Source: an optimization exercise on an open RTL-to-GDS flow (aim: small area). Production flows keep margins and buffers that such runs may drop. Where RTL was checked, it was by simulation tests only, not by an equivalence proof against the original. The flow treats the clock pin as an ideal source. Dropping or thinning the clock tree relies on that and would not hold on a real chip. Power figures rest on the tool's default switching activity, not on a simulated workload.

Design Perceptron, start of the top module:
module Perceptron (
    input clk,
    input reset,
    input  [7:0] input1,
    input  [7:0] input2,
    input  [7:0] weight1,
    input  [7:0] weight2,
    input  [7:0] bias,
    output reg [15:0] output_neuron
);
For scale: about 340 cells after synthesis, ~2 flip-flops.
export LEC_CHECK = 0
export CAP_MARGIN = 20
export CORE_MARGIN = 2
export CORE_UTILIZATION = 40
export SLEW_MARGIN = 20
export SYNTH_HIERARCHICAL = 1
create_clock -name core_clock -period 8.0 [get_ports {clk}]
run.sh (not shown) runs the stock make flow with config.mk's settings and CLKGATE_MAP_FILE= SYNTH_SCRIPT=/design/flow/synth_recipe.tcl, a recipe that flattens the netlist after the stock synthesis.
Rerun with:
CTS_BUF_LIST = sky130_fd_sc_hd__clkbuf_1   (was default)
Routed wire length is about the same.
Total power went down by 4.7%.
Non-clock buffer count is unchanged.
No functional check of the RTL was part of any run of this note.

* * *

Setup of rev 12:
Another version of the RTL of Perceptron (not shown whole).
Size: ~270 cells after synthesis.
Settings: LEC_CHECK=0, CAP_MARGIN=20, CORE_MARGIN=2, CORE_UTILIZATION=40, CTS_BUF_LIST=sky130_fd_sc_hd__clkbuf_1, SLEW_MARGIN=20, SYNTH_HIERARCHICAL=1; clock period 8.0 ns.
standard.sh (not shown) runs the stock make flow with config.mk's settings and CLKGATE_MAP_FILE= SYNTH_SCRIPT=/design/flow/synth_recipe.tcl, a recipe that flattens the netlist after the stock synthesis.
==> flow/flow/run.sh <==
#!/bin/bash
# Layout flow: the standard ORFS flow (standard.sh), with these changes to
# how the layout is made:
#  - after the standard synthesis, flow/remap.sh maps the combinational logic
#    again with an area-oriented ABC script (adders, flip-flops and tie cells
#    are kept as the standard synthesis made them, with the same names);
#  - the port buffers that global placement inserts are the smallest buffer
#    (sky130_fd_sc_hd__buf_1) instead of the delay buffer buffer_ports picks;
#  - the tie-low cell that drives the constant outputs is not duplicated for
#    every port;
#  - after floorplan, flow/downsize.tcl gives logic cells that are sized up
#    the smallest drive strength of their function;
#  - after global placement, flow/rename.tcl renames port buffers whose
#    instance name equals a port name (input1, input2).
# Floorplan, power grid, taps, CTS and routing are otherwise standard.sh
# unchanged. Each tool's full output goes to a log here: flow_synth.log
# (standard synthesis), flow_remap.log (Yosys re-mapping), flow_make.log (the
# rest); ORFS's per-step logs stay under orfs/logs.
set -euo pipefail
here=$(pwd)
res=$here/orfs/results/${FLOW_PLATFORM:-sky130hd}/Perceptron/base
bash standard.sh synth > flow_synth.log 2>&1
cp "$res/1_2_yosys.v" "$here/flow_standard_synth.v"
bash flow/remap.sh "$here/flow_standard_synth.v" "$res/1_2_yosys.v" "$here/flow_remap.log"
bash standard.sh \
  "BUFFER_PORTS_ARGS=-buffer_cell sky130_fd_sc_hd__buf_1" \
  SKIP_REPAIR_TIE_FANOUT=1 \
  "POST_FLOORPLAN_TCL=$here/flow/downsize.tcl" \
  "POST_GLOBAL_PLACE_TCL=$here/flow/rename.tcl" \
  finish > flow_make.log 2>&1
Other scripts of this flow, unchanged in this note and not shown: flow/flow/downsize.tcl, flow/flow/remap.abc, flow/flow/remap.sh, flow/flow/rename.tcl
Setup changes, rev 12 to rev 13
diff --git a/flow/flow/run.sh b/flow/flow/run.sh
--- a/flow/flow/run.sh
+++ b/flow/flow/run.sh
@@ -14 +14,3 @@
-#    instance name equals a port name (input1, input2).
+#    instance name equals a port name (input1, input2);
+#  - after CTS, flow/cts_trim.tcl drives both flip-flops from the clock root
+#    buffer and removes the two buffers CTS put under it.
@@ -29,0 +32 @@
+  "POST_CTS_TCL=$here/flow/cts_trim.tcl" \
==> flow/flow/cts_trim.tcl (new file) <==
# The clock tree of this design has two flip-flops; CTS builds a root buffer
# and one buffer per flip-flop under it. When the root buffer's fanout is
# only a few clock buffers, each driving only flip-flops, connect those
# flip-flops to the root buffer's net and remove the buffers under it: every
# flip-flop then gets its clock through the same single buffer.
set block [ord::get_db_block]
set port [$block findBTerm clk]
set cnet [$port getNet]
set roots {}
foreach it [$cnet getITerms] { lappend roots [$it getInst] }
if {[llength $roots] != 1} {
  puts "cts_trim.tcl: clock port drives [llength $roots] cells, left as it is"
  return
}
set root [lindex $roots 0]
set onet ""
foreach it [$root getITerms] { if {[$it isOutputSignal]} { set onet [$it getNet] } }
set leaves {}
set sinks 0
set ok 1
foreach it [$onet getITerms] {
  set inst [$it getInst]
  if {$inst eq $root} { continue }
  if {![string match "sky130_fd_sc_hd__clkbuf_*" [[$inst getMaster] getName]]} { set ok 0; break }
  set lnet ""
  foreach lit [$inst getITerms] { if {[$lit isOutputSignal]} { set lnet [$lit getNet] } }
  foreach sit [$lnet getITerms] {
    if {[$sit getInst] eq $inst} { continue }
    if {![string match "sky130_fd_sc_hd__df*" [[[$sit getInst] getMaster] getName]]} { set ok 0 }
    incr sinks
  }
  lappend leaves [list $inst $lnet]
}
if {!$ok || $sinks > 4 || [llength $leaves] == 0} {
  puts "cts_trim.tcl: clock tree left as it is"
  return
}
foreach l $leaves {
  lassign $l inst lnet
  foreach sit [$lnet getITerms] {
    if {[$sit getInst] eq $inst} { continue }
    $sit disconnect
    $sit connect $onet
  }
  odb::dbInst_destroy $inst
  odb::dbNet_destroy $lnet
}
puts "cts_trim.tcl: removed [llength $leaves] clock buffers; $sinks flip-flops now on [$onet getName]"
[summary]
- Summary: worst setup slack, rev 13 worse than rev 12
- From rev 12 to rev 13 the numbers moved as follows: sequential share of layout area did not really move; cell area shows no meaningful change.
- Rev 13 | status: complete | timing, DRC, antenna: pass
- In summary, rev 12 completed successfully, with a layout that passed the timing, DRC and antenna checks.

-- separate check: timing with driven ports --
In the flow no input, the clock included, has a driving cell. The finished layouts below were timed again as built, in two steps. Step 1: set_driving_cell puts a clkbuf_16 on clk and a buf_2 on each other input, an assumption about the parent block. Step 2 also shifts input and output timing later by t, the mid clock arrival at the registers, as if the neighbouring blocks saw the same clock. a / b / c = ideal / step 1 / step 2; a / b = the first two.
run	t, ns	slack for setup (ns)	worst hold slack (ns)	slew at the worst register clock pin (ns)	cell pins on the clock port's net
the first run of note 1	0.229	0.760 / 0.758 / 0.530	0.339 / 0.339 / 0.339	0.03 / 0.03	1
the second run of note 1	0.224	0.755 / 0.750 / 0.526	0.342 / 0.342 / 0.342	0.05 / 0.05	1
rev 12	0.226	2.007 / 1.998 / 1.772	0.376 / 0.376 / 0.376	0.07 / 0.07	1
rev 13	0.104	1.891 / 1.884 / 1.780	0.359 / 0.359 / 0.359	0.08 / 0.08	1
After both steps setup and hold are still met in every run listed. For rev 12, which loses most, drivers alone change the setup slack by -0.009 ns; drivers and shift together by -0.235 ns.
